Context: an optimization exercise on an open-source flow, tuned for small area, a short achievable clock period and few clock cycles. The choices shown serve that exercise and are no tape-out recipe.
At most, simulation tests tie the RTL to the original design; equivalence was not proved.
For runs 1 and 2, only the layout was checked, not whether the RTL still works.

--- design/flow/config.mk ---
export PLATFORM = sky130hd
export DESIGN_NAME = GCD
export DESIGN_NICKNAME = GCD
export VERILOG_FILES = /design/flow/design.v
export SDC_FILE = /design/flow/constraint.sdc
export NUM_CORES = 4
export LEC_CHECK = 0
export ABC_AREA = 1
export CAP_MARGIN = 20
export CORE_MARGIN = 2
export CORE_UTILIZATION = 40
export CTS_BUF_LIST = sky130_fd_sc_hd__clkbuf_8
export SLEW_MARGIN = 20
--- design/flow/constraint.sdc ---
create_clock -name core_clock -period 38.0 [get_ports {clk}]
set_input_delay 7.6000 -clock core_clock [delete_from_list [all_inputs] [get_ports {clk}]]
set_output_delay 7.6000 -clock core_clock [all_outputs]
set_load 0.01 [all_outputs]
--- design/flow/design.v ---
`timescale 1ns / 1ps
module GCD(
    input         clk,
    input         rst,         
    input         start,       
    input  [15:0] a_in,
    input  [15:0] b_in,
    output        done,        
    output [15:0] Gcd,
    output [55:0] seg          
    );
    localparam STEPS = 3;      
    reg [16:0] F, G;
    reg [4:0]  D;
    reg [3:0]  K;
    reg        Busy;
    reg        Slow;           
    reg        Low;            
    reg [2:0]  Cnt;            
    reg        DoneReg;
    reg [34:0] Sg;             
    function [42:0] gstep(input [16:0] f, input [16:0] g, input [4:0] d,
                          input [3:0] k);
        reg        sub, swap, odd2;
        reg [15:0] sq;
        reg [17:0] x;
        reg [16:0] fo, go;
        reg [4:0]  dx;
        reg [1:0]  sh, dec;
        begin
            sub  = !(f[1] ^ g[1]);
            sq   = {g[16], g[16:2]} + ({f[16], f[16:2]} ^ {16{sub}}) + 16'd1;
            swap = d[4];
            odd2 = f[0] && g[0];
            x    = odd2 ? {sq[15], sq, 1'b0}
                 : (f[0] || !g[0]) ? {g[16], g} : {f[16], f};
            sh   = (!f[0] || x[1]) ? 2'd1 : x[2] ? 2'd2 : 2'd3;
            go   = (sh == 2'd1) ? x[17:1]
                 : (sh == 2'd2) ? {x[17], x[17:2]} : {{2{x[17]}}, x[17:3]};
            fo   = !f[0] ? (g[0] ? g : {f[16], f[16:1]})
                         : (odd2 && swap) ? g : f;
            dx   = ((!f[0] && g[0]) || (odd2 && swap)) ? ~d : d;
            dec  = !f[0] ? 2'd0 : (odd2 && swap) ? sh - 2'd1 : sh;
            gstep = {fo, go, dx - {3'd0, dec}, k + {3'd0, !f[0] && !g[0]}};
        end
    endfunction
    reg [16:0] fn, gn, fp, gp;
    reg [4:0]  dn;
    reg [3:0]  kn, kp;
    integer s;
    always @* begin
        fn = F; gn = G; dn = D; kn = K;
        fp = F; gp = G; kp = K;
        for (s = 0; s < STEPS; s = s + 1) begin
            if (s == STEPS - 1) begin fp = fn; gp = gn; kp = kn; end
            {fn, gn, dn, kn} = gstep(fn, gn, dn, kn);
        end
    end
    wire        TermP = (gp == 17'd0) && (fp[0] || fp == 17'd0);
    wire [16:0] Absf  = {fp[16:1] ^ {16{fp[16]}}, fp[0]};
    wire        Big16 = |Absf[15:12];
    wire        Big   = |Absf[15:8];
    wire        Fast  = !Big && (kp == 4'd0);
    function [3:0] add3(input [3:0] x);
        case (x)
            4'd5: add3 = 4'd8;
            4'd6: add3 = 4'd9;
            4'd7: add3 = 4'd10;
            4'd8: add3 = 4'd11;
            4'd9: add3 = 4'd12;
            default: add3 = x;
        endcase
    endfunction
    function [9:0] bcd8(input [7:0] v);
        reg [11:0] r;
        integer i;
        begin
            r = 12'd0;
            for (i = 7; i >= 0; i = i - 1) begin
                r[3:0] = add3(r[3:0]);
                r[7:4] = add3(r[7:4]);
                r = {r[10:0], v[i]};
            end
            bcd8 = r[9:0];
        end
    endfunction
    function [18:0] dabble(input [18:0] d, input bit_in);
        dabble = {d[17:16],
                  add3(d[15:12]), add3(d[11:8]), add3(d[7:4]), add3(d[3:0]),
                  bit_in};
    endfunction
    wire [7:0] V8 = Big16 ? Absf[15:8] : Big ? Absf[11:4] : Absf[7:0];
    wire [9:0] B8 = bcd8(V8);
    function [4:0] zflags(input [18:0] d);
        reg z4, z3, z2, z1, z0;
        begin
            z4 = (d[18:16] == 3'd0);
            z3 = z4 && (d[15:12] == 4'd0);
            z2 = z3 && (d[11:8] == 4'd0);
            z1 = z2 && (d[7:4] == 4'd0);
            z0 = z1 && (d[3:0] == 4'd0);
            zflags = {z4, z3, z2, z1, z0};
        end
    endfunction
    function [6:0] seg7(input blank, input [3:0] x);
        reg a, b, c, d, e, f, g;
        begin
            a = (!x[3] && !x[2] && !x[1] && x[0]) || (x[2] && !x[1] && !x[0]);
            b = x[2] && (x[1] ^ x[0]);
            c = !x[2] && x[1] && !x[0];
            d = a || (x[2] && x[1] && x[0]);
            e = x[0] || (x[2] && !x[1]);
            f = (!x[3] && !x[2] && (x[1] || x[0])) || (x[2] && x[1] && x[0]);
            g = (!x[3] && !x[2] && !x[1]) || (x[2] && x[1] && x[0]);
            seg7 = {g, f, e, d, c, b, a} | {7{blank}};
        end
    endfunction
    function [3:0] unseg7(input [6:0] s);
        reg a, b, c, d, e, f, g;
        begin
            {g, f, e, d, c, b, a} = s;
            unseg7 = {!a && !b && !c && !d && !f && !g,
                      (b && !c) || (a && !f) || (g && f && !a),
                      (f && !(g && a)) || (b && !e),
                      e && !c && !(a && !f)};
        end
    endfunction
    function [34:0] segs(input [18:0] d, input [4:0] z);
        segs = {seg7(z[4], {1'b0, d[18:16]}), seg7(z[3], d[15:12]),
                seg7(z[2], d[11:8]), seg7(z[1], d[7:4]), seg7(z[0], d[3:0])};
    endfunction
    wire [3:0]  Dg4 = unseg7(Sg[34:28]);
    wire [18:0] Dg  = {Dg4[2:0], unseg7(Sg[27:21]), unseg7(Sg[20:14]),
                       unseg7(Sg[13:7]), unseg7(Sg[6:0])};
    assign seg  = {7'h7F, 7'h7F, 7'h7F, Sg};
    assign Gcd  = F[15:0];
    assign done = DoneReg;
    wire Conv = Busy && !Slow && TermP;
    wire [18:0] DgNext = dabble(Dg, Low ? F[Cnt] : 1'b0);
    always @(posedge clk) begin
        G <= Busy ? gn : {1'b0, b_in};
        D <= Busy ? dn : 5'd0;
        if (!Busy) begin
            F <= {1'b0, a_in};
            K <= 4'd0;
        end else if (Slow) begin
            if (!Low) begin
                F <= {F[15:0], 1'b0};
                K <= K - 4'd1;
            end
        end else begin
            F <= Conv ? Absf : fn;
            K <= kn;
        end
        Sg <= segs(Slow ? DgNext : {9'd0, B8},
                   Slow ? zflags(DgNext)
                        : {2'b11, V8 < 8'd100, V8 < 8'd10, V8 == 8'd0});
        if (Slow) Cnt <= Cnt - 3'd1;
        else      Cnt <= {Big16, 2'b11};
        if (rst) begin
            Busy    <= 1'b0;
            Slow    <= 1'b0;
            DoneReg <= 1'b0;
        end else begin
            DoneReg <= 1'b0;
            if (start) begin
                Busy <= 1'b1;
            end else if (Slow) begin
                if (Low) begin
                    if (Cnt == 3'd0) begin
                        Low <= 1'b0;
                        if (K == 4'd0) begin
                            Slow    <= 1'b0;
                            Busy    <= 1'b0;
                            DoneReg <= 1'b1;
                        end
                    end
                end else if (K == 4'd1) begin
                    Slow    <= 1'b0;
                    Busy    <= 1'b0;
                    DoneReg <= 1'b1;
                end
            end else if (Conv) begin
                if (Fast) begin
                    Busy    <= 1'b0;
                    DoneReg <= 1'b1;
                end else begin
                    Slow <= 1'b1;
                    Low  <= Big;
                end
            end
        end
    end
endmodule
--- design/flow/run.sh ---
#!/bin/bash
# synth_recipe.tcl (not shown) runs the flow's synth.tcl, then flattens the netlist and writes it again
# the make line also repeats each setting of config.mk as NAME=value (left out here)
make -C /OpenROAD-flow-scripts/flow DESIGN_CONFIG=/design/flow/config.mk WORK_HOME=/design/flow/orfs CLKGATE_MAP_FILE= SYNTH_SCRIPT=/design/flow/synth_recipe.tcl finish
==> flow_summary.toml, run 1 <==
[critical_path]
path_common_cell = "nor2_1"
crit_path_max_incr_delay_ps = 700
crit_slowest_cell = "nor2_1"
crit_fanout = 15
worstSetupStartpointType = "flop"
cpLargestDelayFamily = "simple AND/OR/NAND/NOR gates"
path_depth = 46
r2r-start = "F[1]$_DFFE_PP_"
r2r_end = "G[12]$_DFF_P_"
critPathCaptureType = "flop"
crit_type = "reg -> reg"
rrSetupSlack_ps = 27880
r2r_cells = 46
cp.arrival_ps = 10410
required_ps = 38290
path_buf_inv = 7

[synthesis]
synthCells = 1874
yosysSeqAreaShare_pct = 16.45
yosysWarnings = 1
synth_area_leaders = "nand2_1 16%, dfxtp_1 12%, inv_1 8.9%, ha_1 7.0%, nand3_1 6.5%"
synth_top_area_share_pct = 15.80
synth_edf_count = 17
ys.flop_type = "dfxtp_1"
synthArstFlopShare_pct = 0
yosys.area.top_type = "nand2_1"
ys_seq_elements = 85
synth_top_family_by_area = "simple AND/OR/NAND/NOR gates"
synth_xor_area_share_pct = 6.839
avgSynthCellArea_um2 = 6.072
synth_fa_ha_area_share_pct = 8.268
synth_compound_area_share_pct = 20.23
synth.area.mux_share_pct = 0
synth_area_um2 = 11380
ys_types = 63
synthSimpleGateAreaFrac_pct = 33.86

[placed_design]
gp_congestion = 0.9791
port_buffers = 86
dp_hpwl_mm = 32.57
place_area_um2 = 12380

[worst_hold_path]
hold_class = "reg -> reg"
hold_depth = 1
hold_start = "Cnt[0]$_SDFF_PN1_"
min_to = "Cnt[0]$_SDFF_PN1_"

[global_route]
grt_max_degree = 43
grt_pass1_vias = 11240
grt_pass1_wl_mm = 62.74
antenna_found_initial = 1
grt_usage_pct = 26.26
grt_overflow_total = 0

[routing]
drc_errors = 0
first_pass_iters = 5
detail-route-antenna-nets = 0
routed_wl_mm = 40.44
vias = 12600
via_per_inst = 5.474
drtIter0Drc = 1253
wire_per_inst_um = 17.57

[layout]
syn_to_final_growth_pct = 10.98
layout_common_cells = "479 x nand2_1, 270 x inv_1, 147 x nand3_1"
final_cell_area_um2 = 12630
layout_commonest_cell = "nand2_1"
drive_above_1_share_pct = 6.341
num-nets-final = 2025
num_antenna_cells = 0

[clock_network]
cts_buffers = 9
clk_latency_ps = 380
clock-sinks = 85
cts_root_buffer = "clkbuf_8"
cts.path.max_buffers = 2
cts_resized = 0
cts_hold_buf = 0
cts_tree = "done"
cts_post_setup_buffers_inserted = 0
clk_pin_slew_worst_paths_ps = 100
htree_levels = 3

[floorplan]
dieArea_um2 = 29810
die_height_um = 172.7
start_util_pct = 40.74
core_um2 = 27930
die_x_um = 172.7
rows = 61
io_pins = 108

[timing]
clock.fmax_mhz = 98.85
finalMaxSlewViolations = 0
hold_viol = 0
finalSetupTns_ps = 0
worst_pin_slew_ps = 1055
rsz0062_at_grt = "no"
setup_viol = 0
post-route-period-util_pct = 26.62
finalClockSkew_ps = 18.15
period_needed_ps = 10120
slew_headroom_pct = 29.44

[run]
maxCapViolations = 0

[run_status]
status = "no timing/DRC/antenna violations"
Yosys cell counts (19+ instances only):
cell,number
inv_1,269
nand3_1,147
o22ai_1,33
clkbuf_1,37
o211ai_1,28
xor2_1,71
o21ai_0,101
nand2_1,479
dfxtp_1,68
nand4_1,19
a21oi_1,119
nand2_2,27
ha_1,64
buf_4,41
nor2_1,135
inv_2,20
sequential cells by signal, indices dropped and copies added, names as in the netlist:
register / cells
Sg: 35
F: 17
G: 17
D: 5
K: 4
Cnt: 3
Busy: 1
DoneReg: 1
Low: 1
Slow: 1
cells by family (layout without fill, tap and decap cells):
| kind of cell | count (synthesis) | count (layout) |
|---|---|---|
| AO/OA/AOI/OAI | 379 | 379 |
| AND/OR/NAND/NOR | 869 | 869 |
| XOR/XNOR | 88 | 88 |
| other | 1 | 21 |
| buffers and inverters | 381 | 411 |
| flip-flops | 85 | 85 |
| adder cells (fa/ha/maj) | 71 | 71 |
final cells by class:
type,count,area (µm²)
flip-flops and latches,85,1872
clock inverters,7,121.4
multi-input cells,1428,7961
repair buffers,97,943.4
clock buffers,9,123.9
inverters,298,1135
well taps,378,473.0
fillers,2993,15300
worst max-delay path by stage:
stage / end / startpoint
2_1_floorplan: G[12]$_DFF_P_ / F[1]$_DFFE_PP_
3_3_place_gp: G[12]$_DFF_P_ / F[1]$_DFFE_PP_
3_5_place_dp: G[12]$_DFF_P_ / F[1]$_DFFE_PP_
4_1_cts: G[12]$_DFF_P_ / F[1]$_DFFE_PP_
5_1_grt: G[12]$_DFF_P_ / F[1]$_DFFE_PP_
6_report: G[12]$_DFF_P_ / F[1]$_DFFE_PP_
per-layer routing:
metal / track usage (%) / share of wire (%) / wire (µm)
met1: 36.87 / 45 / 18330
met2: 41.50 / 43 / 17530
met3: 4.332 / 8.3 / 3347
met4: 7.345 / 3.0 / 1224
met5: 0 / 0.030 / 12
metrics by stage:
step	setup WS, ps	std cells	hold WS, ps	utilization (%)
CTS	28100	2302	466.2	45.21
global placement	28510	2286	432.0	44.33
floorplan	29270	1894	410.2	-
finish	27880	2302	466.1	45.21
detailed placement	28160	2286	442.1	44.33
global route	27010	2302	523.2	45.21
==> run 2: changes to the inputs <==
--- a/design/flow/design.v
+++ b/design/flow/design.v
@@ -11,7 +11,7 @@
     );
     localparam STEPS = 3;      
     reg [16:0] F, G;
-    reg [4:0]  D;
+    reg [1:0]  D;
     reg [3:0]  K;
     reg        Busy;
     reg        Slow;           
@@ -19,18 +19,19 @@
     reg [2:0]  Cnt;            
     reg        DoneReg;
     reg [34:0] Sg;             
-    function [42:0] gstep(input [16:0] f, input [16:0] g, input [4:0] d,
+    function [39:0] gstep(input [16:0] f, input [16:0] g, input [1:0] d,
                           input [3:0] k);
         reg        sub, swap, odd2;
         reg [15:0] sq;
         reg [17:0] x;
         reg [16:0] fo, go;
-        reg [4:0]  dx;
+        reg [1:0]  dx, dq;
+        reg [3:0]  dw;
         reg [1:0]  sh, dec;
         begin
             sub  = !(f[1] ^ g[1]);
             sq   = {g[16], g[16:2]} + ({f[16], f[16:2]} ^ {16{sub}}) + 16'd1;
-            swap = d[4];
+            swap = d[1];
             odd2 = f[0] && g[0];
             x    = odd2 ? {sq[15], sq, 1'b0}
                  : (f[0] || !g[0]) ? {g[16], g} : {f[16], f};
@@ -41,11 +42,13 @@
                          : (odd2 && swap) ? g : f;
             dx   = ((!f[0] && g[0]) || (odd2 && swap)) ? ~d : d;
             dec  = !f[0] ? 2'd0 : (odd2 && swap) ? sh - 2'd1 : sh;
-            gstep = {fo, go, dx - {3'd0, dec}, k + {3'd0, !f[0] && !g[0]}};
+            dw   = {{2{dx[1]}}, dx} - {2'd0, dec};
+            dq   = (dw[3] && dw[2:1] != 2'b11) ? 2'b10 : dw[1:0];
+            gstep = {fo, go, dq, k + {3'd0, !f[0] && !g[0]}};
         end
     endfunction
     reg [16:0] fn, gn, fp, gp;
-    reg [4:0]  dn;
+    reg [1:0]  dn;
     reg [3:0]  kn, kp;
     integer s;
     always @* begin
@@ -139,7 +142,7 @@
     wire [18:0] DgNext = dabble(Dg, Low ? F[Cnt] : 1'b0);
     always @(posedge clk) begin
         G <= Busy ? gn : {1'b0, b_in};
-        D <= Busy ? dn : 5'd0;
+        D <= Busy ? dn : 2'd0;
         if (!Busy) begin
             F <= {1'b0, a_in};
             K <= 4'd0;
==> flow_summary.toml, run 2 <==
[run_status]
status = "no timing/DRC/antenna violations"

[layout]
syn_to_final_growth_pct = 10.69
largest_reg_flops = 35
layout_commonest_cell = "nand2_1"
multi_input_comb_area_um2 = 7755
final_cells = 2262
drive_above_1_share_pct = 6.741
nFillCells = 2963
top_regs = "Sg (35), F (17), G (17)"
num_antenna_cells = 0
regArea_um2 = 1812
layout_common_cells = "461 x nand2_1, 265 x inv_1, 142 x nor2_1"
num-nets-final = 1988
top_register = "Sg"

[run]
maxCapViolations = 0

[routing]
drc_errors = 0
detail-route-antenna-nets = 0
vias = 12270
first_pass_iters = 6
wire_per_inst_um = 17.60
via_per_inst = 5.423
drtIter0Drc = 1483
routed_wl_mm = 39.82

[synthesis]
ys_seq_elements = 82
yosys.area.top_type = "nand2_1"
synth_area_um2 = 11120
ys.flop_type = "dfxtp_1"
yosysWarnings = 1
synthMostInstantiatedCell = "nand2_1"
synth_area_leaders = "nand2_1 16%, dfxtp_1 12%, inv_1 8.9%, ha_1 7.5%, a21oi_1 5.3%"
synth_edf_count = 17
synth_top_area_share_pct = 15.56
yosysSeqAreaShare_pct = 16.30
synthArstFlopShare_pct = 0
avgSynthCellArea_um2 = 6.069
synthTopCellsByCount = "461 x nand2_1, 265 x inv_1, 142 x nor2_1, 117 x a21oi_1, 108 x nand3_1"
ys_types = 65
synthCells = 1832

[critical_path]
cp-endpoint = "G[11]$_DFF_P_"
critPathCaptureType = "flop"
required_ps = 38330
path_common_cell = "a21oi_1"
crit_slowest_cell = "xnor2_2"
crit_path_max_incr_delay_ps = 850
crit_fanout = 15
rrSetupSlack_ps = 28510
r2r-start = "F[1]$_DFFE_PP_"
r2r_cells = 49
cp.arrival_ps = 9820
crit_start = "F[1]$_DFFE_PP_"
worstSetupStartpointType = "flop"
crit_type = "reg -> reg"
r2r_end = "G[11]$_DFF_P_"

[global_route]
grt_pass1_wl_mm = 60.69
grt_pass1_vias = 11040
grt_overflow_total = 0
grt_max_degree = 37
grt_usage_pct = 26.72
antenna_found_initial = 1

[timing]
slew_headroom_pct = 29.01
rsz0062_at_grt = "no"
hold_viol = 0
clock.fmax_mhz = 105.4
worst_pin_slew_ps = 1060
finalMaxSlewViolations = 0
setup_viol = 0
period_needed_ps = 9490
finalClockSkew_ps = 24.54
finalSetupTns_ps = 0
post-route-period-util_pct = 24.97
fin_ws_ps = 28510

[clock_network]
htree_levels = 3
cts_resized = 0
clk_pin_slew_worst_paths_ps = 110
cts_post_setup_buffers_inserted = 0
cts_buffers = 9
cts_hold_buf = 0
clk_latency_ps = 400
clock-sinks = 82
cts_root_buffer = "clkbuf_8"
cts_tree = "done"
cts.path.max_buffers = 2

[floorplan]
io_pins = 108
start_util_pct = 40.35
dieArea_um2 = 29150
die_height_um = 170.7
core_um2 = 27550
rows = 61
die_x_um = 170.7

[placed_design]
dp_hpwl_mm = 32.05
port_buffers = 86
gp_congestion = 1.004
dpl.cell_count = 2246
place_ws_ps = 28650

[worst_hold_path]
hold_depth = 1
hold_class = "reg -> reg"
-- run 2: critical path: cells and delay by family (launching register included) --
| kind | cells | cell delay (ps) |
|---|---|---|
| flops | 1 | 500 |
| fa+ha+maj | 5 | 1710 |
| buf+inv | 8 | 850 |
| simple gates | 14 | 2190 |
| xor+xnor | 4 | 1320 |
| compound gates | 18 | 2810 |
-- run 2: worst min path at each step --
stage	to	from	slack, ps
detailed placement	Cnt[0]$_SDFF_PN1_	Cnt[0]$_SDFF_PN1_	470
global route	Cnt[0]$_SDFF_PN1_	Cnt[0]$_SDFF_PN1_	520
CTS	Cnt[0]$_SDFF_PN1_	Cnt[0]$_SDFF_PN1_	490
finish	Cnt[0]$_SDFF_PN1_	Cnt[0]$_SDFF_PN1_	490
floorplan	Cnt[0]$_SDFF_PN1_	Cnt[0]$_SDFF_PN1_	430
global placement	Cnt[0]$_SDFF_PN1_	Cnt[0]$_SDFF_PN1_	460
-- run 2: kinds of logic (layout without fill, tap and decap cells) --
kind of cell,Yosys count,count (layout),synth area share [%]
other cells,1,21,0.03373
fa+ha+maj,74,74,8.800
simple gates,825,825,32.34
mux,1,1,0.1013
buf+inv,380,412,14.70
compound gates,392,392,21.60
xor+xnor,77,77,6.133
flops,82,82,16.30
-- run 2: stage by stage --
step,hold slack (ps),util [%],instance area (µm²)
final,493.0,44.67,12310
after detailed placement,466.9,43.94,12110
after floorplan,434.7,-,11190
after global routing,516.4,44.67,12310
after CTS,492.1,44.67,12310
after global placement,464.3,43.94,12110
-- run 2: cell type report --
type	count	share of cell area, %
clock buffer	9	1.007
sequential	82	14.72
inverter	299	9.140
multi-input combinational	1390	63.01
timing repair buffer	97	7.666
clock inverter	7	0.6100
tap	378	3.843
-- run 2: per-layer routing --
metal	global-route usage, %	wire length (µm)	up-vias
met5	0	0	-
met3	3.354	3253	98
met4	11.11	1736	0
met2	41.26	16980	564
li1	-	-	6077
met1	37.45	17850	5527
==> run 3: changes to the inputs <==
--- a/design/flow/design.v
+++ b/design/flow/design.v
@@ -59,7 +59,9 @@
             {fn, gn, dn, kn} = gstep(fn, gn, dn, kn);
         end
     end
-    wire        TermP = (gp == 17'd0) && (fp[0] || fp == 17'd0);
+    wire [16:0] Xfg   = fp ^ gp;
+    wire        TermP = ((gp == 17'd0) && (fp[0] || fp == 17'd0))
+                     || (fp[0] && gp[0] && (&Xfg[16:1] || !(|Xfg[16:1])));
     wire [16:0] Absf  = {fp[16:1] ^ {16{fp[16]}}, fp[0]};
     wire        Big16 = |Absf[15:12];
     wire        Big   = |Absf[15:8];
==> flow_summary.toml, run 3 <==
[routing]
detail-route-antenna-nets = 0
drc_errors = 0
via_per_inst = 5.372
first_pass_iters = 6
routed_wl_mm = 40.06
drtIter0Drc = 1278
wire_per_inst_um = 17.25
vias = 12470

[floorplan]
die_x_um = 173.7
core_um2 = 28550
rows = 62
io_pins = 108
start_util_pct = 40.34
dieArea_um2 = 30160
die_height_um = 173.7

[clock_network]
cts_tree = "done"
cts.path.max_buffers = 2
cts_hold_buf = 0
clock-sinks = 82
cts_buffers = 9
htree_levels = 3
cts_root_buffer = "clkbuf_8"
clk_latency_ps = 380
cts_resized = 0
cts_post_setup_buffers_inserted = 0
clk_pin_slew_worst_paths_ps = 100

[synthesis]
synth_area_um2 = 11520
synth_area_leaders = "nand2_1 16%, dfxtp_1 11%, inv_1 8.7%, ha_1 7.3%, nand3_1 5.9%"
synth_edf_count = 17
yosysWarnings = 1
ys_types = 65
ys.flop_type = "dfxtp_1"
synthCells = 1894
yosys.area.top_type = "nand2_1"
ys_seq_elements = 82
yosysSeqAreaShare_pct = 15.73
synthMostInstantiatedCell = "nand2_1"
synthArstFlopShare_pct = 0
avgSynthCellArea_um2 = 6.080
synthTopCellsByCount = "497 x nand2_1, 268 x inv_1, 140 x nor2_1, 136 x nand3_1, 103 x a21oi_1"
synth_top_area_share_pct = 16.20

[placed_design]
port_buffers = 86
place_ws_ps = 28420
dp_hpwl_mm = 32.70
dpl.cell_count = 2306
gp_congestion = 0.9941
place_area_um2 = 12460

[critical_path]
cp.arrival_ps = 10030
path_common_cell = "nand2_1"
rrSetupSlack_ps = 28240
r2r_cells = 51
crit_fanout = 16
r2r_end = "G[13]$_DFF_P_"
required_ps = 38270
worstSetupStartpointType = "flop"
crit_type = "reg -> reg"
crit_slowest_cell = "xnor2_2"
crit_start = "F[1]$_DFFE_PP_"
critPathCaptureType = "flop"
cp-endpoint = "G[13]$_DFF_P_"
r2r-start = "F[1]$_DFFE_PP_"
crit_path_max_incr_delay_ps = 850

[timing]
slew_headroom_pct = 28.46
rsz0062_at_grt = "no"
finalSetupTns_ps = 0
clock.fmax_mhz = 102.5
whs_ps = 452.8
worst_pin_slew_ps = 1072
finalMaxSlewViolations = 0
post-route-period-util_pct = 25.68
finalClockSkew_ps = 13.50
fin_ws_ps = 28240
setup_viol = 0
hold_viol = 0
period_needed_ps = 9757

[layout]
largest_reg_flops = 35
num-nets-final = 2043
nFillCells = 3081
final_cells = 2322
num_antenna_cells = 0
drive_above_1_share_pct = 7.172
layout_commonest_cell = "nand2_1"
final_cell_area_um2 = 12660
top_regs = "Sg (35), F (17), G (17)"
top_register = "Sg"
layout_common_cells = "497 x nand2_1, 268 x inv_1, 140 x nor2_1"
syn_to_final_growth_pct = 9.963
final_util_pct = 44.36

[run_status]
status = "no timing/DRC/antenna violations"

[global_route]
grt_pass1_vias = 11300
grt_overflow_total = 0
antenna_found_initial = 0
grt_max_degree = 33
grt_pass1_wl_mm = 62.78
grt_usage_pct = 25.99

[run]
maxCapViolations = 0

[worst_hold_path]
hold_class = "reg -> reg"
hold_depth = 1
run 3: kinds of logic after synthesis:
logic type	share of synthesized area, %
AO/OA/AOI/OAI	19.14
XOR/XNOR	7.149
adder cells (fa/ha/maj)	8.670
buffers and inverters	14.48
flip-flops	15.73
other	0.03256
AND/OR/NAND/NOR	34.79
run 3: metal layers:
layer / up-vias / GRT usage (%) / wire length [µm]
li1: 6223 / - / -
met1: 5674 / 37.81 / 18820
met2: 522 / 40.00 / 16990
met3: 54 / 3.925 / 3350
met4: 0 / 6.688 / 905
met5: - / 0 / 0
run 3: critical path: cells and delay by family, from the launching register on:
family,cells,cell delay (ps)
simple gates,16,2570
fa+ha+maj,5,1940
buf+inv,10,1120
flops,1,560
compound gates,13,1690
xor+xnor,7,1770
run 3: worst min-delay path by stage:
stage	endpoint	slack [ps]	startpoint
finish	Cnt[0]$_SDFF_PN1_	450	Cnt[0]$_SDFF_PN1_
global route	Cnt[0]$_SDFF_PN1_	480	Cnt[0]$_SDFF_PN1_
CTS	Cnt[0]$_SDFF_PN1_	450	Cnt[0]$_SDFF_PN1_
detailed placement	Cnt[0]$_SDFF_PN1_	430	Cnt[0]$_SDFF_PN1_
global placement	Cnt[0]$_SDFF_PN1_	420	Cnt[0]$_SDFF_PN1_
floorplan	Cnt[0]$_SDFF_PN1_	400	Cnt[0]$_SDFF_PN1_
run 3: layout make-up:
| cell class | count | area [µm²] | area share (%) |
|---|---|---|---|
| Clock buffer | 9 | 123.9 | 0.9782 |
| Clock inverter | 7 | 76.32 | 0.6027 |
| Inverter | 302 | 1146 | 9.050 |
| Multi-Input combinational cell | 1446 | 8119 | 64.11 |
| Sequential cell | 82 | 1812 | 14.31 |
| Tap cell | 384 | 480.5 | 3.794 |
| Timing Repair Buffer | 92 | 905.9 | 7.153 |
Testbench counts of run 3, summed over its fixed seeds: cycles 18,861.
==> run 4: changes to the inputs <==
==> design/flow/flow/run.sh (new file) <==
#!/bin/bash
set -euo pipefail
bash standard.sh finish SETUP_SLACK_MARGIN=29 > standard.log 2>&1
==> design/flow/standard.sh (new file) <==
#!/bin/bash
# synth_recipe.tcl (not shown) runs the flow's synth.tcl, then flattens the netlist and writes it again
# the make line also repeats each setting of config.mk as NAME=value (left out here)
make -C /OpenROAD-flow-scripts/flow DESIGN_CONFIG=/design/flow/config.mk WORK_HOME=/design/flow/orfs CLKGATE_MAP_FILE= SYNTH_SCRIPT=/design/flow/synth_recipe.tcl "${@:-finish}"
removed: design/flow/run.sh
==> flow_summary.toml, run 4 <==
[clock_network]
cts.path.max_buffers = 2
clock-sinks = 82
cts_root_buffer = "clkbuf_8"
cts_hold_buf = 0
cts_buffers = 9
htree_levels = 3
cts_tree = "done"
clk_pin_slew_worst_paths_ps = 80
clk_latency_ps = 380

[timing]
period_needed_ps = 8959
whs_ps = 450.9
worst_pin_slew_ps = 1088
post-route-period-util_pct = 23.58
slew_headroom_pct = 27.40
finalClockSkew_ps = 10.79
setup_viol = 0
finalMaxSlewViolations = 0
rsz0062_at_grt = "yes"
finalSetupTns_ps = 0
clock.fmax_mhz = 111.6
hold_viol = 0
fin_ws_ps = 29040

[layout]
final_cells = 2347
final_util_pct = 45.29
syn_to_final_growth_pct = 12.28
num_antenna_cells = 0
layout_common_cells = "495 x nand2_1, 268 x inv_1, 138 x nor2_1"
multi_input_comb_area_um2 = 8182
regArea_um2 = 1814
largest_reg_flops = 35
top_register = "Sg"
layout_commonest_cell = "nand2_1"
num-nets-final = 2068
nFillCells = 3068
top_regs = "Sg (35), F (17), G (17)"
drive_above_1_share_pct = 8.966

[critical_path]
crit_path_max_incr_delay_ps = 570
crit_slowest_cell = "clkdlybuf4s50_1"
crit_fanout = 2
r2r-start = "F[1]$_DFFE_PP_"
cp.arrival_ps = 1360
r2r_cells = 40
cp_cell_sequence = "clkdlybuf4s50_1"
r2r_end = "D[1]$_SDFF_PN0_"
required_ps = 30400
crit_type = "reg -> out"
path_buf_inv = 1
critPathCaptureType = "output pin"
worstSetupStartpointType = "flop"
crit_start = "F[3]$_DFFE_PP_"
cpLargestDelayFamily = "buffers and inverters"
rrSetupSlack_ps = 29750

[placed_design]
dp_hpwl_mm = 32.70
gp_congestion = 0.9941
place_ws_ps = 28420
dpl.cell_count = 2306
port_buffers = 86

[floorplan]
start_util_pct = 40.34
die_x_um = 173.7
rows = 62
core_um2 = 28550
dieArea_um2 = 30160
die_height_um = 173.7
io_pins = 108

[synthesis]
yosys.area.top_type = "nand2_1"
synthMostInstantiatedCell = "nand2_1"
synth_area_um2 = 11520
avgSynthCellArea_um2 = 6.080
synthArstFlopShare_pct = 0
ys.flop_type = "dfxtp_1"
synthTopCellsByCount = "497 x nand2_1, 268 x inv_1, 140 x nor2_1, 136 x nand3_1, 103 x a21oi_1"
ys_types = 65
yosysSeqAreaShare_pct = 15.73
ys_seq_elements = 82
synthCells = 1894
synth_edf_count = 17
yosysWarnings = 1
synth_top_area_share_pct = 16.20
synth_area_leaders = "nand2_1 16%, dfxtp_1 11%, inv_1 8.7%, ha_1 7.3%, nand3_1 5.9%"

[worst_hold_path]
min_to = "Cnt[0]$_SDFF_PN1_"
hold_depth = 1
hold_start = "Cnt[0]$_SDFF_PN1_"
hold_class = "reg -> reg"

[run_status]
status = "no timing/DRC/antenna violations"

[global_route]
grt_pass1_vias = 11410
antenna_found_initial = 0
grt_usage_pct = 26.19
grt_overflow_total = 0
grt_max_degree = 33
grt_pass1_wl_mm = 63.23

[routing]
via_per_inst = 5.377
wire_per_inst_um = 17.30
vias = 12620
routed_wl_mm = 40.59
drtIter0Drc = 1172
drc_errors = 0
first_pass_iters = 8
detail-route-antenna-nets = 0

[run]
maxCapViolations = 0
==> run 4: kinds of logic (layout without fill, tap and decap cells) <==
| family | Yosys count | count (layout) | share of synthesized area (%) |
|---|---|---|---|
| adder cells (fa/ha/maj) | 75 | 75 | 8.670 |
| other | 1 | 21 | 0.03256 |
| XOR/XNOR | 94 | 94 | 7.149 |
| AND/OR/NAND/NOR | 898 | 898 | 34.79 |
| AO/OA/AOI/OAI | 358 | 358 | 19.14 |
| flip-flops | 82 | 82 | 15.73 |
| buffers and inverters | 386 | 435 | 14.48 |
==> run 4: how the worst max path moves through the flow <==
stage                         end  slack, ps  cells after the start
global route        G[13]$_DFF_P_      28970                     55
global placement    G[13]$_DFF_P_      28660                     51
detailed placement  G[13]$_DFF_P_      28420                     51
CTS                       seg[26]      29010                      1
floorplan           G[13]$_DFF_P_      29130                     53
finish                     Gcd[3]      29040                      1
==> run 4: routing by layer <==
| metal | up-vias | routed length, µm | GRT usage [%] |
|---|---|---|---|
| met4 | 0 | 952 | 6.933 |
| met5 | - | 0 | 0 |
| li1 | 6282 | - | - |
| met2 | 520 | 17320 | 40.77 |
| met3 | 55 | 3341 | 4.211 |
| met1 | 5762 | 18980 | 37.50 |
==> run 4: layout make-up <==
type                    count  share of cell area (%)
multi-input cells        1446                   63.28
flip-flops and latches     82                   14.03
inverters                 302                   8.864
repair buffers            117                   8.564
well taps                 384                   3.716
clock buffers               9                  0.9580
clock inverters             7                  0.5903
==> run 4: per-stage QoR <==
stage               area [µm²]
global placement         12460
floorplan                11590
global route             12930
finish                   12930
CTS                      12810
detailed placement       12460
==> run 4: timing repair <==
action	4_1_cts	5_1_grt
pin swaps	0	2
gates resized for setup	2	23
setup endpoints to repair	36	36
buffers inserted	18	7
==> run 5: changes to the inputs <==
==> design/flow/flow/run.sh (replaced) <==
#!/bin/bash
set -euo pipefail
bash standard.sh finish SETUP_SLACK_MARGIN=29 \
    "BUFFER_PORTS_ARGS=-buffer_cell sky130_fd_sc_hd__buf_1" > standard.log 2>&1
==> flow_summary.toml, run 5 <==
[run_status]
status = "no timing/DRC/antenna violations"

[worst_hold_path]
hold_start = "Cnt[0]$_SDFF_PN1_"
hold_depth = 1
hold_class = "reg -> reg"
min_to = "Cnt[0]$_SDFF_PN1_"

[critical_path]
rrSetupSlack_ps = 29760
crit_slowest_cell = "edfxtp_1"
cp_cell_sequence = "buf_1"
required_ps = 30400
cpLargestDelayFamily = "flip-flops"
r2r_cells = 54
cp.arrival_ps = 1340
crit_type = "reg -> out"
r2r_end = "G[12]$_DFF_P_"
path_buf_inv = 1
crit_path_max_incr_delay_ps = 760
crit_fanout = 10
r2r-start = "F[1]$_DFFE_PP_"
critPathCaptureType = "output pin"
worstSetupStartpointType = "flop"

[placed_design]
place_ws_ps = 28440
dp_hpwl_mm = 32.50
dpl.cell_count = 2308
gp_congestion = 1.013
place_area_um2 = 11940
port_buffers = 86

[timing]
hold_viol = 0
fin_ws_ps = 29060
setup_viol = 0
worst_pin_slew_ps = 951.6
finalSetupTns_ps = 0
slew_headroom_pct = 36.33
finalClockSkew_ps = 17.22
clock.fmax_mhz = 111.9
finalMaxSlewViolations = 0
rsz0062_at_grt = "no"
post-route-period-util_pct = 23.53
period_needed_ps = 8940

[synthesis]
yosysWarnings = 1
synth_edf_count = 17
synthArstFlopShare_pct = 0
synth_area_um2 = 11520
synthCells = 1894
synthMostInstantiatedCell = "nand2_1"
yosys.area.top_type = "nand2_1"
avgSynthCellArea_um2 = 6.080
ys.flop_type = "dfxtp_1"
synth_top_area_share_pct = 16.20
ys_types = 65
yosysSeqAreaShare_pct = 15.73
synth_area_leaders = "nand2_1 16%, dfxtp_1 11%, inv_1 8.7%, ha_1 7.3%, nand3_1 5.9%"
ys_seq_elements = 82
synthTopCellsByCount = "497 x nand2_1, 268 x inv_1, 140 x nor2_1, 136 x nand3_1, 103 x a21oi_1"

[clock_network]
cts.path.max_buffers = 2
cts_hold_buf = 0
cts_root_buffer = "clkbuf_8"
clk_latency_ps = 370
cts_tree = "done"
clock-sinks = 82
htree_levels = 3
cts_buffers = 9
clk_pin_slew_worst_paths_ps = 90

[layout]
top_register = "Sg"
final_cell_area_um2 = 12250
num-nets-final = 2059
layout_commonest_cell = "nand2_1"
syn_to_final_growth_pct = 6.399
largest_reg_flops = 35
num_antenna_cells = 0
final_cells = 2338
top_regs = "Sg (35), F (17), G (17)"
layout_common_cells = "497 x nand2_1, 272 x inv_1, 138 x nor2_1"
drive_above_1_share_pct = 7.984

[global_route]
grt_usage_pct = 25.90
grt_max_degree = 33
grt_pass1_wl_mm = 62.34
grt_pass1_vias = 11470
grt_overflow_total = 0
antenna_found_initial = 0

[routing]
first_pass_iters = 6
routed_wl_mm = 40.07
via_per_inst = 5.401
wire_per_inst_um = 17.14
vias = 12630
drtIter0Drc = 1354
drc_errors = 0
detail-route-antenna-nets = 0

[floorplan]
core_um2 = 28550
die_height_um = 173.7
io_pins = 108
die_x_um = 173.7
dieArea_um2 = 30160
start_util_pct = 40.34
rows = 62

[run]
maxCapViolations = 0
run 5: cell types whose count changed in the layout (fill, tap and decap cells not counted), moves of 3 or more:
cell and change:
buf_1 +86, clkdlybuf4s50_1 -85, buf_4 -8, inv_1 +4
inv_6 -3
run 5: through the flow:
step / util, % / hold WS, ps
6_report: 42.92 / 448.3
5_1_grt: 42.92 / 479.1
4_1_cts: 42.48 / 446.5
3_5_place_dp: 41.83 / 426.3
3_3_place_gp: 41.83 / 422.1
2_1_floorplan: - / 401.1
run 5: worst max path at each step:
stage | depth (start not counted) | from | slack, ps | endpoint
after global placement | 51 | F[1]$_DFFE_PP_ | 28680 | G[13]$_DFF_P_
after CTS | 1 | F[0]$_DFFE_PP_ | 29060 | Gcd[0]
after global routing | 54 | F[1]$_DFFE_PP_ | 29030 | G[12]$_DFF_P_
final | 1 | F[0]$_DFFE_PP_ | 29060 | Gcd[0]
after detailed placement | 51 | F[1]$_DFFE_PP_ | 28440 | G[13]$_DFF_P_
after floorplan | 53 | F[1]$_DFFE_PP_ | 29130 | G[13]$_DFF_P_
run 5: cell type report:
| class | instances | area [µm²] |
|---|---|---|
| multi-input combinational | 1446 | 8162 |
| timing repair buffer | 108 | 495.5 |
| tap | 384 | 480.5 |
| inverter | 302 | 1146 |
| clock buffer | 9 | 123.9 |
| clock inverter | 7 | 33.78 |
| sequential | 82 | 1812 |
| fill | 3134 | 16290 |
run 5: layer usage:
metal | part of all wire (%) | routed length (µm) | track usage [%]
met1 | 45 | 18100 | 36.44
met3 | 9.2 | 3685 | 5.110
met2 | 43 | 17080 | 40.28
met4 | 3.0 | 1194 | 7.038
met5 | 0 | 0 | 0
run 5: cells by family (layout without fill, tap and decap cells):
family	count (synthesis)	count (layout)	synth area share [%]
AOI/OAI and AO/OA	358	358	19.14
xor gates and xnor gates	94	94	7.149
adders and majority gates	75	75	8.670
buffers and inverters	386	426	14.48
DFF	82	82	15.73
other	1	21	0.03256
and+or+nand+nor	898	898	34.79
run 5: repair_timing:
action,4_1_cts,5_1_grt
resized for setup,2,12
endpoints found under the setup margin,14,33
pin swaps,1,2
buffers inserted,2,12
==> run 6: changes to the inputs <==
==> design/flow/flow/run.sh (replaced) <==
#!/bin/bash
set -euo pipefail
bash standard.sh finish SETUP_SLACK_MARGIN=29.6 \
    "BUFFER_PORTS_ARGS=-buffer_cell sky130_fd_sc_hd__buf_1" > standard.log 2>&1
==> flow_summary.toml, run 6 <==
[run_status]
status = "no timing/DRC/antenna violations"

[global_route]
grt_pass1_vias = 11710
grt_usage_pct = 26.09
grt_max_degree = 32
grt_overflow_total = 0
grt_pass1_wl_mm = 63.38
antenna_found_initial = 1

[clock_network]
cts_root_buffer = "clkbuf_8"
htree_levels = 3
clock-sinks = 82
clk_pin_slew_worst_paths_ps = 80
cts_tree = "done"
clk_latency_ps = 370
cts.path.max_buffers = 2
cts_buffers = 9

[synthesis]
synth_xor_area_share_pct = 7.149
synthTopCellsByCount = "497 x nand2_1, 268 x inv_1, 140 x nor2_1, 136 x nand3_1, 103 x a21oi_1"
synthCells = 1894
yosys.area.top_type = "nand2_1"
synth_area_leaders = "nand2_1 16%, dfxtp_1 11%, inv_1 8.7%, ha_1 7.3%, nand3_1 5.9%"
ys_seq_elements = 82
synth_edf_count = 17
synthMostInstantiatedCell = "nand2_1"
synth_top_family_by_area = "simple AND/OR/NAND/NOR gates"
synth.area.mux_share_pct = 0
ys_types = 65
ys.flop_type = "dfxtp_1"
synthSimpleGateAreaFrac_pct = 34.79
yosysWarnings = 1
synth_fa_ha_area_share_pct = 8.670
synth_area_um2 = 11520
avgSynthCellArea_um2 = 6.080
synthArstFlopShare_pct = 0
yosysSeqAreaShare_pct = 15.73
synth_compound_area_share_pct = 19.14
synth_top_area_share_pct = 16.20

[placed_design]
gp_congestion = 1.014
port_buffers = 86
dp_hpwl_mm = 31.90

[timing]
clock.fmax_mhz = 116.5
rsz0062_at_grt = "yes"
hold_viol = 0
finalSetupTns_ps = 0
post-route-period-util_pct = 22.59
period_needed_ps = 8586
whs_ps = 451.0
finalMaxSlewViolations = 0
finalClockSkew_ps = 14.89
worst_pin_slew_ps = 1051
slew_headroom_pct = 29.93
setup_viol = 0

[critical_path]
crit_slowest_cell = "edfxtp_1"
critPathCaptureType = "output pin"
rrSetupSlack_ps = 29940
required_ps = 30400
cp_cell_sequence = "buf_1"
crit_type = "reg -> out"
cp.arrival_ps = 990
crit_path_max_incr_delay_ps = 460
path_buf_inv = 1
crit_fanout = 2
cpLargestDelayFamily = "flip-flops"
worstSetupStartpointType = "flop"

[routing]
detail-route-antenna-nets = 0
wire_per_inst_um = 17.07
first_pass_iters = 6
vias = 13060
drc_errors = 0
drtIter0Drc = 1368
via_per_inst = 5.448
routed_wl_mm = 40.91

[floorplan]
dieArea_um2 = 30160
die_x_um = 173.7
io_pins = 108
start_util_pct = 40.34
core_um2 = 28550
rows = 62
die_height_um = 173.7

[layout]
layout_commonest_cell = "nand2_1"
layout_common_cells = "493 x nand2_1, 269 x inv_1, 137 x nor2_1"
num-nets-final = 2118
top_register = "Sg"
top_regs = "Sg (35), F (17), G (17)"
num_antenna_cells = 0
syn_to_final_growth_pct = 15.00
largest_reg_flops = 35
drive_above_1_share_pct = 16.24

[worst_hold_path]
hold_class = "reg -> reg"

[run]
maxCapViolations = 0
## run 6: cell count changes in the layout (fill, tap and decap cells not counted), sizes merged
| cell | delta |
|---|---|
| clkinvlp | +1 |
| clkbuf | +12 |
| bufinv | +2 |
| inv | -1 |
| buf | +47 |
| clkinv | -2 |
## run 6: path summary, 6_finish.rpt
kind / to / start / cells after the start
worst max register to register: G[13]$_DFF_P_ / F[2]$_DFFE_PP_ / 53
worst min register to register: Cnt[0]$_SDFF_PN1_ / Cnt[0]$_SDFF_PN1_ / 1
worst max-delay path: Gcd[2] / F[2]$_DFFE_PP_ / 1
worst min-delay path: Cnt[0]$_SDFF_PN1_ / Cnt[0]$_SDFF_PN1_ / 1
## run 6: logic make-up after synthesis
| family | after synthesis |
|---|---|
| AND/OR/NAND/NOR | 898 |
| buffers and inverters | 386 |
| AO/OA/AOI/OAI | 358 |
| XOR/XNOR | 94 |
| flip-flops | 82 |
| adder cells (fa/ha/maj) | 75 |
| other | 1 |
## run 6: routing by layer
metal / global-route usage, % / vias up / wire length [µm]
met1: 36.16 / 6022 / 18490
li1: - / 6381 / -
met2: 41.03 / 571 / 17730
met3: 4.912 / 85 / 3421
met4: 8.018 / 0 / 1259
met5: 0 / - / 0
## run 6: layout make-up
class	count	area, µm²
clock buffers	9	123.9
clock inverters	7	93.84
fillers	2990	15300
inverters	302	1146
multi-input cells	1446	8300
flip-flops and latches	82	1858
well taps	384	480.5
repair buffers	167	1241
## run 6: timing repair
item	in CTS	in global routing
setup buffers	42	30
pin swaps	1	10
hold buffers	0	0
resized for setup	114	63
setup endpoints to repair	91	89
## run 6: per-stage QoR
step | utilization, % | instances | worst slack, ps | area [µm²]
finish | 46.39 | 2397 | 29410 | 13240
global route | 46.39 | 2397 | 29390 | 13240
CTS | 44.94 | 2367 | 29400 | 12830
detailed placement | 41.88 | 2309 | 28550 | 11960
global placement | 41.88 | 2309 | 28700 | 11960
floorplan | - | 1914 | 29710 | 11610
==> run 7: changes to the inputs <==
==> design/flow/flow/run.sh (replaced) <==
#!/bin/bash
set -euo pipefail
bash standard.sh finish SETUP_SLACK_MARGIN=29.3 \
    "BUFFER_PORTS_ARGS=-buffer_cell sky130_fd_sc_hd__buf_1" > standard.log 2>&1
==> flow_summary.toml, run 7 <==
[run_status]
status = "no timing/DRC/antenna violations"

[timing]
whs_ps = 462.4
rsz0062_at_grt = "yes"
finalClockSkew_ps = 19.32
finalSetupTns_ps = 0
clock.fmax_mhz = 115.3
hold_viol = 0
setup_viol = 0
post-route-period-util_pct = 22.82
period_needed_ps = 8671
fin_ws_ps = 29330
finalMaxSlewViolations = 0
slew_headroom_pct = 35.36
worst_pin_slew_ps = 966.1

[placed_design]
dpl.cell_count = 2307
place_ws_ps = 28450
gp_congestion = 1.022
dp_hpwl_mm = 32.60
port_buffers = 86

[synthesis]
avgSynthCellArea_um2 = 6.080
synthMostInstantiatedCell = "nand2_1"
synth_edf_count = 17
synthArstFlopShare_pct = 0
synth_top_area_share_pct = 16.20
synth_area_leaders = "nand2_1 16%, dfxtp_1 11%, inv_1 8.7%, ha_1 7.3%, nand3_1 5.9%"
yosysSeqAreaShare_pct = 15.73
yosys.area.top_type = "nand2_1"
ys.flop_type = "dfxtp_1"
synthTopCellsByCount = "497 x nand2_1, 268 x inv_1, 140 x nor2_1, 136 x nand3_1, 103 x a21oi_1"
synthCells = 1894
ys_types = 65
synth_area_um2 = 11520
ys_seq_elements = 82
yosysWarnings = 1

[critical_path]
cp_cell_sequence = "clkbuf_2"
crit_path_max_incr_delay_ps = 520
crit_slowest_cell = "edfxtp_1"
critPathCaptureType = "output pin"
crit_type = "reg -> out"
required_ps = 30400
cp.arrival_ps = 1070
path_buf_inv = 1
worstSetupStartpointType = "flop"
cpLargestDelayFamily = "flip-flops"
crit_fanout = 6

[routing]
drc_errors = 0
via_per_inst = 5.389
drtIter0Drc = 1225
first_pass_iters = 7
detail-route-antenna-nets = 0
routed_wl_mm = 40.20
vias = 12670
wire_per_inst_um = 17.10

[global_route]
grt_usage_pct = 25.87
grt_overflow_total = 0
grt_max_degree = 32
antenna_found_initial = 0
grt_pass1_wl_mm = 62.34
grt_pass1_vias = 11510

[layout]
syn_to_final_growth_pct = 7.834
final_cells = 2351
num-nets-final = 2072
layout_commonest_cell = "nand2_1"
drive_above_1_share_pct = 8.998
largest_reg_flops = 35
num_antenna_cells = 0
top_regs = "Sg (35), F (17), G (17)"
layout_common_cells = "496 x nand2_1, 270 x inv_1, 138 x nor2_1"
top_register = "Sg"

[floorplan]
io_pins = 108
start_util_pct = 40.34
die_height_um = 173.7
dieArea_um2 = 30160
die_x_um = 173.7
core_um2 = 28550
rows = 62

[clock_network]
cts_buffers = 9
clock-sinks = 82
cts_tree = "done"
cts_root_buffer = "clkbuf_8"
clk_pin_slew_worst_paths_ps = 80
clk_latency_ps = 380
cts.path.max_buffers = 2
htree_levels = 3

[run]
maxCapViolations = 0

[worst_hold_path]
hold_class = "reg -> reg"
run 7: layout make-up:
cell class | instances | area [µm²]
clock buffer | 9 | 123.9
clock inverter | 7 | 61.31
fill | 3164 | 16130
inverter | 302 | 1146
multi-input combinational | 1446 | 8197
sequential | 82 | 1812
tap | 384 | 480.5
timing repair buffer | 121 | 598.1
run 7: logic make-up (layout without fill, tap and decap cells):
group / after synthesis / in the layout / synth area share (%)
xor+xnor: 94 / 94 / 7.149
fa+ha+maj: 75 / 75 / 8.670
compound gates: 358 / 358 / 19.14
buf+inv: 386 / 439 / 14.48
other cells: 1 / 21 / 0.03256
flops: 82 / 82 / 15.73
simple gates: 898 / 898 / 34.79
run 7: final timing paths:
kind                startpoint           endpoint  slack [ps]  cells after the start
max             F[2]$_DFFE_PP_             Gcd[2]       29330                      1
min          Cnt[0]$_SDFF_PN1_  Cnt[0]$_SDFF_PN1_         460                      1
max reg2reg     F[1]$_DFFE_PP_      G[13]$_DFF_P_       29890                     52
min reg2reg  Cnt[0]$_SDFF_PN1_  Cnt[0]$_SDFF_PN1_         460                      1
run 7: per-layer routing:
layer,routed length (µm),GRT usage (%),vias up
met5,0,0,-
met4,1432,8.508,0
met3,3847,6.557,87
met2,17100,40.12,531
met1,17820,35.05,5758
li1,-,-,6294
run 7: stage by stage:
step                area (µm²)  util [%]
floorplan                11600         -
global placement         11930     41.80
detailed placement       11930     41.80
CTS                      12260     42.94
global route             12420     43.50
finish                   12420     43.50
run 7: timing repair:
| item | 4_1_cts | 5_1_grt |
|---|---|---|
| resized for setup | 4 | 25 |
| pin swaps | 1 | 2 |
| cloned | 0 | 0 |
| setup buffers | 16 | 12 |
| endpoints found under the setup margin | 51 | 37 |
| hold buffers | 0 | 0 |
==> run 8: changes to the inputs <==
==> design/flow/flow/run.sh (replaced) <==
#!/bin/bash
set -euo pipefail
bash standard.sh finish SETUP_SLACK_MARGIN=29.4 \
    "BUFFER_PORTS_ARGS=-buffer_cell sky130_fd_sc_hd__buf_1" > standard.log 2>&1
==> flow_summary.toml, run 8 <==
[routing]
routed_wl_mm = 40.28
drtIter0Drc = 1305
detail-route-antenna-nets = 0
drc_errors = 0
vias = 12680
first_pass_iters = 6
via_per_inst = 5.387
wire_per_inst_um = 17.12

[synthesis]
synth_top_area_share_pct = 16.20
ys_seq_elements = 82
synth_compound_area_share_pct = 19.14
yosys.area.top_type = "nand2_1"
synth_xor_area_share_pct = 7.149
synthMostInstantiatedCell = "nand2_1"
synth_fa_ha_area_share_pct = 8.670
avgSynthCellArea_um2 = 6.080
synth_edf_count = 17
ys_types = 65
synthCells = 1894
synth.area.mux_share_pct = 0
synth_top_family_by_area = "simple AND/OR/NAND/NOR gates"
yosysWarnings = 1
synthTopCellsByCount = "497 x nand2_1, 268 x inv_1, 140 x nor2_1, 136 x nand3_1, 103 x a21oi_1"
synthSimpleGateAreaFrac_pct = 34.79
synth_area_um2 = 11520
ys.flop_type = "dfxtp_1"
synth_area_leaders = "nand2_1 16%, dfxtp_1 11%, inv_1 8.7%, ha_1 7.3%, nand3_1 5.9%"
yosysSeqAreaShare_pct = 15.73
synthArstFlopShare_pct = 0

[critical_path]
critPathCaptureType = "output pin"
worstSetupStartpointType = "flop"
crit_fanout = 2
rrSetupSlack_ps = 30010
cp_cell_sequence = "buf_1"
path_buf_inv = 1
crit_start = "F[5]$_DFFE_PP_"
crit_type = "reg -> out"
cp.arrival_ps = 1000
cpLargestDelayFamily = "flip-flops"
r2r_end = "D[1]$_SDFF_PN0_"
crit_path_max_incr_delay_ps = 460
crit_slowest_cell = "edfxtp_1"
r2r_cells = 44
r2r-start = "F[1]$_DFFE_PP_"
required_ps = 30400

[layout]
num-nets-final = 2074
top_regs = "Sg (35), F (17), G (17)"
num_antenna_cells = 0
final_util_pct = 43.63
layout_commonest_cell = "nand2_1"
layout_common_cells = "495 x nand2_1, 270 x inv_1, 138 x nor2_1"
drive_above_1_share_pct = 9.446
final_cells = 2353
regArea_um2 = 1813
nFillCells = 3161
final_cell_area_um2 = 12460
top_register = "Sg"
multi_input_comb_area_um2 = 8217
largest_reg_flops = 35
syn_to_final_growth_pct = 8.160

[clock_network]
htree_levels = 3
cts_hold_buf = 0
cts_buffers = 9
cts.path.max_buffers = 2
clk_pin_slew_worst_paths_ps = 90
cts_tree = "done"
clk_latency_ps = 380
clock-sinks = 82
cts_root_buffer = "clkbuf_8"

[timing]
hold_viol = 0
finalSetupTns_ps = 0
finalClockSkew_ps = 18.85
finalMaxSlewViolations = 0
clock.fmax_mhz = 116.3
post-route-period-util_pct = 22.64
whs_ps = 463.0
setup_viol = 0
worst_pin_slew_ps = 959.5
slew_headroom_pct = 35.80
rsz0062_at_grt = "yes"
period_needed_ps = 8602

[global_route]
grt_overflow_total = 0
grtUsageMet1_pct = 35.15
grt_pass1_wl_mm = 62.42
globalRouteMet2Util_pct = 40.28
busiest_layer = "met2"
grt_max_degree = 32
grtUsageMet3_pct = 6.382
antenna_found_initial = 0
grt_pass1_vias = 11520
grt_usage_pct = 25.91

[floorplan]
dieArea_um2 = 30160
io_pins = 108
die_height_um = 173.7
die_x_um = 173.7
core_um2 = 28550
rows = 62
start_util_pct = 40.34

[worst_hold_path]
hold_depth = 1
hold_class = "reg -> reg"
hold_start = "Cnt[0]$_SDFF_PN1_"
min_to = "Cnt[0]$_SDFF_PN1_"

[placed_design]
port_buffers = 86
dp_hpwl_mm = 32.60
dpl.cell_count = 2307
gp_congestion = 1.022
place_area_um2 = 11930

[run_status]
status = "no timing/DRC/antenna violations"

[run]
maxCapViolations = 0
-- run 8: area by class of cell --
class	instances	area share [%]
Clock inverter	7	0.4922
Multi-Input combinational cell	1446	65.97
Inverter	302	9.201
Timing Repair Buffer	123	4.932
Sequential cell	82	14.56
Tap cell	384	3.857
Clock buffer	9	0.9945
-- run 8: how the worst max path moves through the flow --
| stage | slack [ps] | end | cells past startpoint |
|---|---|---|---|
| 4_1_cts | 29390 | Gcd[3] | 1 |
| 6_report | 29400 | Gcd[5] | 1 |
| 5_1_grt | 29380 | Gcd[5] | 1 |
| 3_3_place_gp | 28700 | G[13]$_DFF_P_ | 51 |
| 2_1_floorplan | 29440 | G[13]$_DFF_P_ | 53 |
| 3_5_place_dp | 28450 | G[13]$_DFF_P_ | 51 |
-- run 8: per-stage QoR --
step                setup slack [ps]
global route                   29380
global placement               28700
floorplan                      29440
CTS                            29390
finish                         29400
detailed placement             28450
-- run 8: per-layer routing --
| metal | wire (µm) | vias to the layer above | share of wire (%) |
|---|---|---|---|
| met5 | 0 | - | 0 |
| met4 | 1375 | 0 | 3.4 |
| met3 | 4041 | 76 | 10 |
| met2 | 17210 | 549 | 43 |
| met1 | 17660 | 5756 | 44 |
| li1 | - | 6295 | - |
-- run 8: what timing repair did --
action                                  4_1_cts  5_1_grt
endpoints found under the hold margin         0        0
setup buffers                                18       12
endpoints found under the setup margin       54       38
resized for setup                             4       33
pin swaps                                     1        3
-- run 8: cells by family (layout without fill, tap and decap cells) --
| group | after synthesis | after routing |
|---|---|---|
| buffers and inverters | 386 | 441 |
| XOR/XNOR | 94 | 94 |
| flip-flops | 82 | 82 |
| AND/OR/NAND/NOR | 898 | 898 |
| adder cells (fa/ha/maj) | 75 | 75 |
| AO/OA/AOI/OAI | 358 | 358 |
| other | 1 | 21 |
==> run 9: changes to the inputs <==
--- a/design/flow/config.mk
+++ b/design/flow/config.mk
@@ -8,6 +8,7 @@
 export ABC_AREA = 1
 export CAP_MARGIN = 20
 export CORE_MARGIN = 2
-export CORE_UTILIZATION = 40
+export CORE_UTILIZATION = 55
 export CTS_BUF_LIST = sky130_fd_sc_hd__clkbuf_8
+export PLACE_DENSITY = 0.7
 export SLEW_MARGIN = 20
==> flow_summary.toml, run 9 <==
[run_status]
status = "no timing/DRC/antenna violations"

[layout]
num-nets-final = 2077
multi_input_comb_area_um2 = 8192
syn_to_final_growth_pct = 7.442
top_register = "Sg"
top_regs = "Sg (35), F (17), G (17)"
regArea_um2 = 1814
drive_above_1_share_pct = 9.686
layout_common_cells = "496 x nand2_1, 268 x inv_1, 137 x nor2_1"
nFillCells = 2056
largest_reg_flops = 35
layout_commonest_cell = "nand2_1"
num_antenna_cells = 0

[critical_path]
cp.arrival_ps = 1150
crit_start = "F[1]$_DFFE_PP_"
crit_path_max_incr_delay_ps = 420
crit_fanout = 2
cp_cell_sequence = "buf_6 -> buf_6 -> buf_6"
required_ps = 30400
worstSetupStartpointType = "flop"
r2r-start = "F[1]$_DFFE_PP_"
path_common_cell = "buf_6"
crit_type = "reg -> out"
critPathCaptureType = "output pin"
crit_slowest_cell = "edfxtp_1"

[synthesis]
ys.flop_type = "dfxtp_1"
synth_area_um2 = 11520
yosys.area.top_type = "nand2_1"
avgSynthCellArea_um2 = 6.080
yosysSeqAreaShare_pct = 15.73
synth_edf_count = 17
ys_types = 65
synth_area_leaders = "nand2_1 16%, dfxtp_1 11%, inv_1 8.7%, ha_1 7.3%, nand3_1 5.9%"
ys_seq_elements = 82
synthTopCellsByCount = "497 x nand2_1, 268 x inv_1, 140 x nor2_1, 136 x nand3_1, 103 x a21oi_1"
synthCells = 1894
synth_top_area_share_pct = 16.20
synthArstFlopShare_pct = 0
synthMostInstantiatedCell = "nand2_1"
yosysWarnings = 1

[clock_network]
htree_levels = 3
cts_tree = "done"
clk_pin_slew_worst_paths_ps = 90
cts_buffers = 9
cts_root_buffer = "clkbuf_8"
clock-sinks = 82
clk_latency_ps = 370
cts_hold_buf = 0
cts.path.max_buffers = 2

[timing]
clock.fmax_mhz = 114.3
hold_viol = 0
finalSetupTns_ps = 0
period_needed_ps = 8753
whs_ps = 453.8
finalMaxSlewViolations = 0
worst_pin_slew_ps = 1011
rsz0062_at_grt = "yes"
finalClockSkew_ps = 13.47
setup_viol = 0
slew_headroom_pct = 32.49
post-route-period-util_pct = 23.03

[routing]
via_per_inst = 5.703
first_pass_iters = 6
drtIter0Drc = 1335
drc_errors = 0
detail-route-antenna-nets = 0
wire_per_inst_um = 17.31
vias = 12790
routed_wl_mm = 38.82

[floorplan]
die_height_um = 148.7
core_um2 = 20360
start_util_pct = 56.55
rows = 52
die_x_um = 148.7
dieArea_um2 = 22110
io_pins = 108

[run]
maxCapViolations = 0

[worst_hold_path]
hold_class = "reg -> reg"
hold_start = "Cnt[0]$_SDFF_PN1_"

[global_route]
grt_pass1_wl_mm = 60.21
grt_max_degree = 33
grt_usage_pct = 34.47
antenna_found_initial = 0
grt_pass1_vias = 11260
grt_overflow_total = 0

[placed_design]
port_buffers = 86
gp_congestion = 1.037
dp_hpwl_mm = 31.24
==> run 9: cell counts after synthesis <==
No cell type changed its count.
==> run 9: cells by family (layout without fill, tap and decap cells) <==
| group | after synthesis | count (layout) | share of synthesized area, % |
|---|---|---|---|
| AND/OR/NAND/NOR | 898 | 898 | 34.79 |
| AO/OA/AOI/OAI | 358 | 358 | 19.14 |
| adder cells (fa/ha/maj) | 75 | 75 | 8.670 |
| other | 1 | 21 | 0.03256 |
| flip-flops | 82 | 82 | 15.73 |
| XOR/XNOR | 94 | 94 | 7.149 |
| buffers and inverters | 386 | 444 | 14.48 |
==> run 9: per-stage QoR <==
step | util (%) | setup slack (ps) | std cells | instance area, µm²
5_1_grt | 60.76 | 29220 | 2242 | 12370
4_1_cts | 59.80 | 29340 | 2227 | 12180
2_1_floorplan | - | 29440 | 1914 | 11600
3_3_place_gp | 57.97 | 29160 | 2195 | 11810
6_report | 60.76 | 29250 | 2242 | 12370
3_5_place_dp | 57.97 | 28890 | 2195 | 11810
==> run 9: worst max-delay path, delay by kind of cell, from the launching register on <==
| kind | cells | cell delay, ps |
|---|---|---|
| buffers and inverters | 3 | 360 |
| DFF | 1 | 420 |
==> run 9: routing by layer <==
layer	GRT usage, %	vias up	share of wire (%)
li1	-	6309	-
met1	50.74	5761	45
met2	51.09	640	41
met3	6.748	77	11
met4	9.571	0	3.0
met5	0	-	0
==> run 9: area by class of cell <==
cell class                      instances  share of cell area [%]
Clock inverter                          6                  0.7685
Clock buffer                           10                   1.112
Tap cell                              270                   2.730
Timing Repair Buffer                  126                   5.258
Sequential cell                        82                   14.66
Multi-Input combinational cell       1446                   66.20
Inverter                              302                   9.263
==> run 9: path summary, 6_finish.rpt <==
kind / endpoint / slack [ps] / cells past startpoint
max: Gcd[1] / 29250 / 3
min reg2reg: Cnt[0]$_SDFF_PN1_ / 450 / 1
min: Cnt[0]$_SDFF_PN1_ / 450 / 1
max reg2reg: D[1]$_SDFF_PN0_ / 29840 / 39
==> run 9: repair_timing <==
action	in CTS	in global routing
endpoints found under the setup margin	35	38
pin swaps	0	3
buffers inserted	16	15
gates resized for setup	6	31
gates cloned	0	0

==> separate check: timing with driven ports <==
How much do the figures lean on ideal ports? The routed layouts below were timed once more, with nothing changed but the port constraints. Step 1 assumes that a clkbuf_16 drives the clock port and a buf_2 every other input. Step 2 moves the port delays by t, midway between the first and last clock arrival at a register: inputs arrive t later, outputs are due t later. That takes back most of the time a late clock gives input paths. Three values: ideal ports, drivers, drivers and shift; two values: the first two.
run	t, ns	setup WS [ns]	latest minus earliest clock arrival (ns)	slew at the worst register clock pin (ns)
run 1	0.413	27.883 / 27.883 / 27.883	0.019 / 0.018	0.10 / 0.10
run 2	0.426	28.510 / 28.510 / 28.510	0.025 / 0.025	0.12 / 0.12
run 3	0.409	28.243 / 28.243 / 28.243	0.013 / 0.014	0.10 / 0.10
run 4	0.409	29.041 / 29.005 / 29.194	0.011 / 0.010	0.10 / 0.10
run 5	0.396	29.060 / 29.027 / 29.422	0.018 / 0.017	0.09 / 0.09
run 6	0.399	29.414 / 29.380 / 29.538	0.015 / 0.014	0.10 / 0.10
run 7	0.401	29.329 / 29.297 / 29.530	0.019 / 0.019	0.09 / 0.09
run 8	0.402	29.398 / 29.366 / 29.532	0.019 / 0.019	0.09 / 0.09
run 9	0.405	29.247 / 29.208 / 29.572	0.013 / 0.014	0.09 / 0.09
After both steps setup and hold are still met in every run listed.
